This is an optimization exercise on Yosys and OpenROAD, whose aim is small area, a short achievable clock period and few clock cycles per item, not a production implementation. RTL that was checked went through simulation tests only; none was proved equivalent to the original. Power figures rest on the tool's default switching activity, not on a simulated workload.

==> flow/design.v <==
module alu(
        input clk,
        input rst,
        input [2:0] operation,
        input [15:0] srcA_i,
        input [15:0] srcB_i,
        input [15:0] sortNum0_i,
        input [15:0] sortNum1_i,
        input [15:0] sortNum2_i,
        input [15:0] sortNum3_i,
        input [15:0] sortNum4_i,
        input [15:0] sortNum5_i,
        input [15:0] sortNum6_i,
        input [15:0] sortNum7_i,
        input [15:0] sortNum8_i,
        output [15:0] data_o,
        output [15:0] sortNum0_o,
        output [15:0] sortNum1_o,
        output [15:0] sortNum2_o,
        output [15:0] sortNum3_o,
        output [15:0] sortNum4_o,
        output [15:0] sortNum5_o,
        output [15:0] sortNum6_o,
        output [15:0] sortNum7_o,
        output [15:0] sortNum8_o,
        output reg        done
);
localparam [2:0] OP_ADD  = 3'd0;
localparam [2:0] OP_SUB  = 3'd1;
localparam [2:0] OP_MUL  = 3'd2;
localparam [2:0] OP_DIV  = 3'd3;
localparam [2:0] OP_SORT = 3'd4;
wire [15:0] a = srcA_i;
wire [15:0] b = srcB_i;
reg  [3:0]  cnt;
reg  [15:0] H, L, D;
reg  [16:0] E;          
reg         prev;       
reg  [8:0]  cmp;        
reg  [15:0] R;          
reg         fmax, fmin;
reg  [15:0] S [0:8];
assign data_o = {(R[15] & ~fmax) | fmin, (R[14:0] | {15{fmax}}) & ~{15{fmin}}};
assign sortNum0_o = S[0];
assign sortNum1_o = S[1];
assign sortNum2_o = S[2];
assign sortNum3_o = S[3];
assign sortNum4_o = S[4];
assign sortNum5_o = S[5];
assign sortNum6_o = S[6];
assign sortNum7_o = S[7];
assign sortNum8_o = S[8];
wire first = (cnt == 4'd0);
function gt17;
        input [16:0] x;
        input [16:0] y;
        reg   [16:0] g, p;
        reg   [8:0]  g1, p1;
        reg   [4:0]  g2, p2;
        reg   [2:0]  g3, p3;
        integer i;
        begin
                g = x & ~y;
                p = x | ~y;
                for (i = 0; i < 8; i = i + 1) begin
                        g1[i] = g[2*i+1] | (p[2*i+1] & g[2*i]);
                        p1[i] = p[2*i+1] & p[2*i];
                end
                g1[8] = g[16];
                p1[8] = p[16];
                for (i = 0; i < 4; i = i + 1) begin
                        g2[i] = g1[2*i+1] | (p1[2*i+1] & g1[2*i]);
                        p2[i] = p1[2*i+1] & p1[2*i];
                end
                g2[4] = g1[8];
                p2[4] = p1[8];
                for (i = 0; i < 2; i = i + 1) begin
                        g3[i] = g2[2*i+1] | (p2[2*i+1] & g2[2*i]);
                        p3[i] = p2[2*i+1] & p2[2*i];
                end
                g3[2] = g2[4];
                p3[2] = p2[4];
                gt17 = g3[2] | (p3[2] & (g3[1] | (p3[1] & g3[0])));
        end
endfunction
function [15:0] lor16;
        input [15:0] x;
        reg   [15:0] o;
        integer i, l;
        begin
                o = x;
                for (l = 1; l < 16; l = l * 2)
                        for (i = 15; i >= l; i = i - 1)
                                o[i] = o[i] | o[i-l];
                lor16 = {o[14:0], 1'b0};
        end
endfunction
wire        is_sub = operation[0];
wire [15:0] as_r   = a + (b ^ {16{is_sub}}) + {15'd0, is_sub};
wire        as_ov  = ~a[15] & (b[15] ^ ~is_sub) & as_r[15];
wire        as_un  =  a[15] & (b[15] ^  is_sub) & ~as_r[15];
wire [15:0] na   = a ^ lor16(a);              
wire [15:0] m0_h2 = {a[15] & ~(a[14:0] == 15'd0), a[15:1]};    
reg  [15:0] m0_h;                             
reg         m0_o1, m0_o2;                     
always @* begin
        case (b[1:0])
                2'b00: begin m0_h = 16'd0; m0_o1 = 1'b0; m0_o2 = 1'b0; end
                2'b01: begin m0_h = {m0_h2[15], m0_h2[15:1]}; m0_o1 = a[0]; m0_o2 = m0_h2[0]; end
                2'b10: begin m0_h = {na[15], na[15:1]}; m0_o1 = 1'b0; m0_o2 = a[0]; end
                default: begin m0_h = {na[15], na[15], na[15:2]}; m0_o1 = a[0]; m0_o2 = na[1]; end
        endcase
end
reg  [15:0] y1, y2;                                    
wire [2:0]  bq  = first ? b[3:1] : L[3:1];             
wire        n1p = ~bq[1] & bq[0], n1n = bq[1] & ~bq[0];
wire        n2p = ~bq[2] & bq[1], n2n = bq[2] & ~bq[1];
wire        mt0 = H[0] & y1[0];                        
wire        mo1 = H[0] ^ y1[0];                        
wire [15:0] ua  = {1'b0, H[15:1]};
wire [15:0] ub  = {1'b0, y1[15:1]};
wire        uc  = {ua[13:0], mt0} > {~ub[13:0], 1'b0};   
wire        mf  = (ua[14] | ub[14] | uc) & ~(ua[14] & ub[14] & uc);   
wire [15:0] cs_s = ua ^ ub ^ y2;
wire [15:0] cs_c = (ua & ub) | (ua & y2) | (ub & y2);
wire        rnd  = (L[11] & ^L[10:2]) | (L[12] & L[11] & ~^L[10:2]);
wire [4:0]  ql   = {mo1, L[15:12]} + {4'd0, rnd};
wire        mlast = (cnt == 4'd7);
wire        c5   = mlast & rnd & mo1 & (&L[15:12]);
wire [16:0] s2t  = {cs_s, 1'b1} + {cs_c[14:0], mt0, c5};
wire [15:0] s2r  = s2t[16:1];
wire [15:0] s2   = {s2r[15] ^ mf, s2r[14:0]};
wire [15:0] mq   = {s2r[10:0], ql};
wire        sgn  = a[15] ^ b[15];
wire [15:0] am  = a ^ ({16{a[15]}} & lor16(a));      
wire [15:0] bm  = b ^ ({16{b[15]}} & lor16(b));      
wire [15:0] nb  = b ^ {16{b[15]}};
wire [16:0] t3a = {1'b0, nb};
wire [16:0] t3b = {nb, 1'b0};
wire [16:0] t3c = {15'd0, b[15], b[15]};
wire [16:0] bm3 = (t3a ^ t3b ^ t3c) + {((t3a & t3b) | (t3a & t3c) | (t3b & t3c)), 1'b0};
wire        bz    = (b == 16'd0);
wire        b1    = (b == 16'd1) | (b == 16'hffff);
wire        am15  = a[15] & (a[14:0] == 15'd0);                       
wire        am14  = a[14] ^ (a[15] & (a[13:0] != 14'd0));
wire        dv_g1 = am15 & bz;
wire        dv_g2 = ((am15 | am14) & bz) | (am15 & b1);
wire [1:0]  dv_t2 = (am15 & b1) ? 2'b01 : {am15, am14};
wire [16:0] X    = {H, L[15]};
wire        h_gt = H[14:0] > D[14:0];
wire        h_eq = (H[14:0] == D[14:0]);
wire        d_g1 = (H[15] & ~D[15]) | (~(H[15] ^ D[15]) & h_gt);           
wire        d_ms = H[15] & ~D[15] & (h_gt | h_eq);                         
wire        d_ca = X[15:0] > D;
wire        x_gt = X[15:0] > E[15:0];
wire        d_c3 = (X[16] & ~E[16]) | (~(X[16] ^ E[16]) & x_gt);         
wire        d_ch = X[16] & ~E[16] & x_gt;                                 
wire        d_g2 = d_g1 ? (d_ms ? d_ch : d_c3) : d_ca;
wire [14:0] r0   = X[14:0];
wire [14:0] r1   = X[14:0] - D[14:0];
wire [14:0] r2   = X[14:0] - {D[13:0], 1'b0};
wire [14:0] r3   = X[14:0] - E[14:0];
wire        ds0  = ~d_g1 & ~d_g2, ds1 = ~d_g1 & d_g2, ds2 = d_g1 & ~d_g2, ds3 = d_g1 & d_g2;
wire [14:0] rr   = ({15{ds0}} & r0) | ({15{ds1}} & r1) | ({15{ds2}} & r2) | ({15{ds3}} & r3);
wire [15:0] dq  = {L[13:0], d_g1, d_g2};
wire [15:0] orl = lor16({2'b00, L[13:0]});
wire        glo = d_g1 | d_g2;
wire [15:0] d_res = sgn ? {L[13:0] ^ (orl[13:0] | {14{glo}}), d_g1 ^ d_g2, d_g2} : dq;
wire [15:0] xin [0:8];
assign xin[0] = sortNum0_i;
assign xin[1] = sortNum1_i;
assign xin[2] = sortNum2_i;
assign xin[3] = sortNum3_i;
assign xin[4] = sortNum4_i;
assign xin[5] = sortNum5_i;
assign xin[6] = sortNum6_i;
assign xin[7] = sortNum7_i;
assign xin[8] = sortNum8_i;
reg  [7:0]  sidx;
reg  [15:0] sel;
integer u;
always @* begin
        sel = 16'd0;
        for (u = 0; u < 8; u = u + 1)
                sel = sel | (xin[u] & {16{sidx[u]}});
end
reg [8:0] cmp_n;
integer j;
always @* begin
        for (j = 0; j < 9; j = j + 1)
                cmp_n[j] = gt17({sel, 1'b1}, {xin[j], ~(j < cnt)});
end
reg [3:0] ga, gb, gc;       
reg [8:0] slot;
integer k, i1, i2;
always @* begin
        for (k = 0; k < 4; k = k + 1) begin
                ga[k] = (cmp[0] + cmp[1] + cmp[2] == k);
                gb[k] = (cmp[3] + cmp[4] + cmp[5] == k);
                gc[k] = (cmp[6] + cmp[7] + cmp[8] == k);
        end
        slot = 9'd0;
        for (i1 = 0; i1 < 4; i1 = i1 + 1)
                for (i2 = 0; i2 < 4; i2 = i2 + 1)
                        for (k = 0; k < 4; k = k + 1)
                                if (i1 + i2 + k < 9)
                                        slot[i1 + i2 + k] = slot[i1 + i2 + k] | (ga[i1] & gb[i2] & gc[k]);
end
wire last = (operation == OP_MUL)  ? (cnt == 4'd7)  :
            (operation == OP_DIV)  ? (cnt == 4'd12) :
            (operation == OP_SORT) ? (cnt == 4'd8)  : 1'b1;
always @(posedge clk or posedge rst) begin
        if (rst) begin
                cnt  <= 4'd0;
                sidx <= 8'd1;
                done <= 1'b0;
        end else begin
                cnt  <= last ? 4'd0 : cnt + 4'd1;
                sidx <= last ? 8'd1 : {sidx[6:0], sidx[7]};
                done <= last;
        end
end
always @(posedge clk) begin
        cmp <= cmp_n;
        E   <= bm3;
        y1  <= ({16{n1p}} & a) | ({16{n1n}} & na);
        y2  <= ({16{n2p}} & a) | ({16{n2n}} & na);
        case (operation)
        OP_MUL: begin
                if (first) begin
                        H    <= m0_h;
                        L    <= {m0_o2, m0_o1, b[15:2]};
                        prev <= b[1];
                end else begin
                        H    <= {s2[15], s2[15:1]};
                        L    <= {s2[0], mo1, L[15:2]};
                        prev <= L[1];
                end
                D    <= bm;
                R    <= mq;
                fmax <= ~sgn & mq[15];
                fmin <= sgn & ~mq[15];
        end
        OP_DIV: begin
                if (first) begin
                        H <= {13'd0, dv_t2, am[13]};
                        L <= {am[12:0], 1'b0, dv_g1, dv_g2};
                end else begin
                        H <= {rr, L[14]};
                        L <= {L[13:0], d_g1, d_g2};
                end
                prev <= L[1];
                D    <= bm;
                R    <= d_res;
                fmax <= 1'b0;
                fmin <= 1'b0;
        end
        OP_SORT: begin
                H    <= {s2[15], s2[15:1]};
                L    <= {s2[0], mo1, L[15:2]};
                prev <= L[1];
                D    <= sel;
                R    <= as_r;
                fmax <= as_ov;
                fmin <= as_un;
        end
        default: begin
                H    <= {s2[15], s2[15:1]};
                L    <= {s2[0], mo1, L[15:2]};
                prev <= L[1];
                D    <= bm;
                R    <= as_r;
                fmax <= as_ov;
                fmin <= as_un;
        end
        endcase
end
wire [15:0] sdat = first ? sortNum8_i : D;
integer p;
always @(posedge clk)
        if (operation == OP_SORT)
                for (p = 0; p < 9; p = p + 1)
                        if (first | slot[p]) S[p] <= sdat;
endmodule
export LEC_CHECK = 0
export CAP_MARGIN = 20
export CELL_PAD_IN_SITES_DETAIL_PLACEMENT = 1
export CELL_PAD_IN_SITES_GLOBAL_PLACEMENT = 2
export CORE_MARGIN = 2
export CORE_UTILIZATION = 35
export GPL_ROUTABILITY_DRIVEN = 0
export PLACE_DENSITY = 0.6
export SETUP_SLACK_MARGIN = 1.1
export SLEW_MARGIN = 20
create_clock -name core_clock -period 5.0 [get_ports {clk}]
standard.sh (not shown) runs the stock make flow with config.mk's settings and CLKGATE_MAP_FILE= SYNTH_SCRIPT=/design/flow/synth_recipe.tcl, a recipe that flattens the netlist after the stock synthesis.
==> flow/flow/run.sh <==
#!/bin/bash
# The standard layout, except that the port buffers are buf_1 cells
# (buffer_ports would otherwise pick its lowest-drive buffer, a delay cell).
export BUFFER_PORTS_ARGS="-buffer_cell sky130_fd_sc_hd__buf_1"
bash standard.sh > standard.log 2>&1
The starting point finished with timing, DRC and antenna clean.
Change:
--- a/flow/design.v
+++ b/flow/design.v
@@ -109,14 +109,14 @@
                 2'b01: begin m0_h = {m0_h2[15], m0_h2[15:1]}; m0_o1 = a[0]; m0_o2 = m0_h2[0]; end
                 2'b10: begin m0_h = {na[15], na[15:1]}; m0_o1 = 1'b0; m0_o2 = a[0]; end
                 default: begin m0_h = {na[15], na[15], na[15:2]}; m0_o1 = a[0]; m0_o2 = na[1]; end
         endcase
 end
-reg  [15:0] y1, y2;                                    
+reg         e1p, e1n, e2p, e2n;                        
 wire [2:0]  bq  = first ? b[3:1] : L[3:1];             
-wire        n1p = ~bq[1] & bq[0], n1n = bq[1] & ~bq[0];
-wire        n2p = ~bq[2] & bq[1], n2n = bq[2] & ~bq[1];
+wire [15:0] y1  = ({16{e1p}} & D) | ({16{e1n}} & E[15:0]);
+wire [15:0] y2  = ({16{e2p}} & D) | ({16{e2n}} & E[15:0]);
 wire        mt0 = H[0] & y1[0];                        
 wire        mo1 = H[0] ^ y1[0];                        
 wire [15:0] ua  = {1'b0, H[15:1]};
 wire [15:0] ub  = {1'b0, y1[15:1]};
 wire        uc  = {ua[13:0], mt0} > {~ub[13:0], 1'b0};   
@@ -139,15 +139,14 @@
 wire [16:0] t3b = {nb, 1'b0};
 wire [16:0] t3c = {15'd0, b[15], b[15]};
 wire [16:0] bm3 = (t3a ^ t3b ^ t3c) + {((t3a & t3b) | (t3a & t3c) | (t3b & t3c)), 1'b0};
 wire        bz    = (b == 16'd0);
 wire        b1    = (b == 16'd1) | (b == 16'hffff);
-wire        am15  = a[15] & (a[14:0] == 15'd0);                       
-wire        am14  = a[14] ^ (a[15] & (a[13:0] != 14'd0));
-wire        dv_g1 = am15 & bz;
-wire        dv_g2 = ((am15 | am14) & bz) | (am15 & b1);
-wire [1:0]  dv_t2 = (am15 & b1) ? 2'b01 : {am15, am14};
+wire        dv_g1 = am[15] & bz;
+wire [1:0]  dv_t1 = {am[15], am[14]};
+wire        dv_g2 = ((dv_t1 != 2'd0) & bz) | (dv_t1[1] & b1);
+wire [1:0]  dv_t2 = (dv_g2 & b1) ? dv_t1 - 2'd1 : dv_t1;
 wire [16:0] X    = {H, L[15]};
 wire        h_gt = H[14:0] > D[14:0];
 wire        h_eq = (H[14:0] == D[14:0]);
 wire        d_g1 = (H[15] & ~D[15]) | (~(H[15] ^ D[15]) & h_gt);           
 wire        d_ms = H[15] & ~D[15] & (h_gt | h_eq);                         
@@ -174,17 +173,16 @@
 assign xin[4] = sortNum4_i;
 assign xin[5] = sortNum5_i;
 assign xin[6] = sortNum6_i;
 assign xin[7] = sortNum7_i;
 assign xin[8] = sortNum8_i;
-reg  [7:0]  sidx;
 reg  [15:0] sel;
 integer u;
 always @* begin
         sel = 16'd0;
         for (u = 0; u < 8; u = u + 1)
-                sel = sel | (xin[u] & {16{sidx[u]}});
+                sel = sel | (xin[u] & {16{cnt[2:0] == u}});
 end
 reg [8:0] cmp_n;
 integer j;
 always @* begin
         for (j = 0; j < 9; j = j + 1)
@@ -210,23 +208,23 @@
             (operation == OP_DIV)  ? (cnt == 4'd12) :
             (operation == OP_SORT) ? (cnt == 4'd8)  : 1'b1;
 always @(posedge clk or posedge rst) begin
         if (rst) begin
                 cnt  <= 4'd0;
-                sidx <= 8'd1;
                 done <= 1'b0;
         end else begin
                 cnt  <= last ? 4'd0 : cnt + 4'd1;
-                sidx <= last ? 8'd1 : {sidx[6:0], sidx[7]};
                 done <= last;
         end
 end
 always @(posedge clk) begin
         cmp <= cmp_n;
-        E   <= bm3;
-        y1  <= ({16{n1p}} & a) | ({16{n1n}} & na);
-        y2  <= ({16{n2p}} & a) | ({16{n2n}} & na);
+        E   <= (operation == OP_MUL) ? {1'b0, na} : bm3;
+        e1p <= ~bq[1] & bq[0];
+        e1n <= bq[1] & ~bq[0];
+        e2p <= ~bq[2] & bq[1];
+        e2n <= bq[2] & ~bq[1];
         case (operation)
         OP_MUL: begin
                 if (first) begin
                         H    <= m0_h;
                         L    <= {m0_o2, m0_o1, b[15:2]};
@@ -234,11 +232,11 @@
                 end else begin
                         H    <= {s2[15], s2[15:1]};
                         L    <= {s2[0], mo1, L[15:2]};
                         prev <= L[1];
                 end
-                D    <= bm;
+                D    <= a;
                 R    <= mq;
                 fmax <= ~sgn & mq[15];
                 fmin <= sgn & ~mq[15];
         end
         OP_DIV: begin
@@ -266,11 +264,11 @@
         end
         default: begin
                 H    <= {s2[15], s2[15:1]};
                 L    <= {s2[0], mo1, L[15:2]};
                 prev <= L[1];
-                D    <= bm;
+                D    <= a;
                 R    <= as_r;
                 fmax <= as_ov;
                 fmin <= as_un;
         end
         endcase
Critical path depth climbs by 3.
Total power drops by 0.64%.
Final area shrinks by 2.2%.
Die area drops by 3.4%.
Count of clock-buffer cells in the layout goes down by 9.
Wire length is higher by 2.9%.
Global-route usage grows by 1.6 points.
Utilization grows by 0.77 points.
Via count is higher by 1.7%.
Cell count is lower by 1.6%.
Synthesized area drops by 3.4%.
Synthesized cell count falls by 1.8%.
Testbench counts after the change, summed over its fixed seeds: cycles 10,165, items 1,600.
For the first run of this note, only the layout was checked, not whether the RTL still works.

[separate check: timing with driven ports]
The flow's constraints put no driver on any port. The routed layouts listed below were extracted and timed again, unchanged, in two steps. Step 1 (the two cells are an assumption about what drives the block):
set clk [get_ports {clk}]
set_driving_cell -lib_cell sky130_fd_sc_hd__clkbuf_16 $clk
set_driving_cell -lib_cell sky130_fd_sc_hd__buf_2 [delete_from_list [all_inputs] $clk]
Step 2 also shifts input and output timing later by t, the mid clock arrival at the registers, as if the neighbouring blocks saw the same clock. a / b / c = no drivers / after step 1 / after step 2; a / b = the first two.
| run | t (ns) | setup WS [ns] | latest minus earliest clock arrival (ns) | cell pins on the clock port's net |
|---|---|---|---|---|
| the first run | 0.613 | 1.229 / 1.229 / 0.765 | 0.026 / 0.025 | 1 |
| the second run | 0.641 | 1.199 / 1.208 / 0.601 | 0.015 / 0.015 | 1 |
After both steps every run listed still meets setup and hold. For the second run, which loses most, drivers alone change the setup slack by +0.009 ns; drivers and shift together by -0.598 ns.
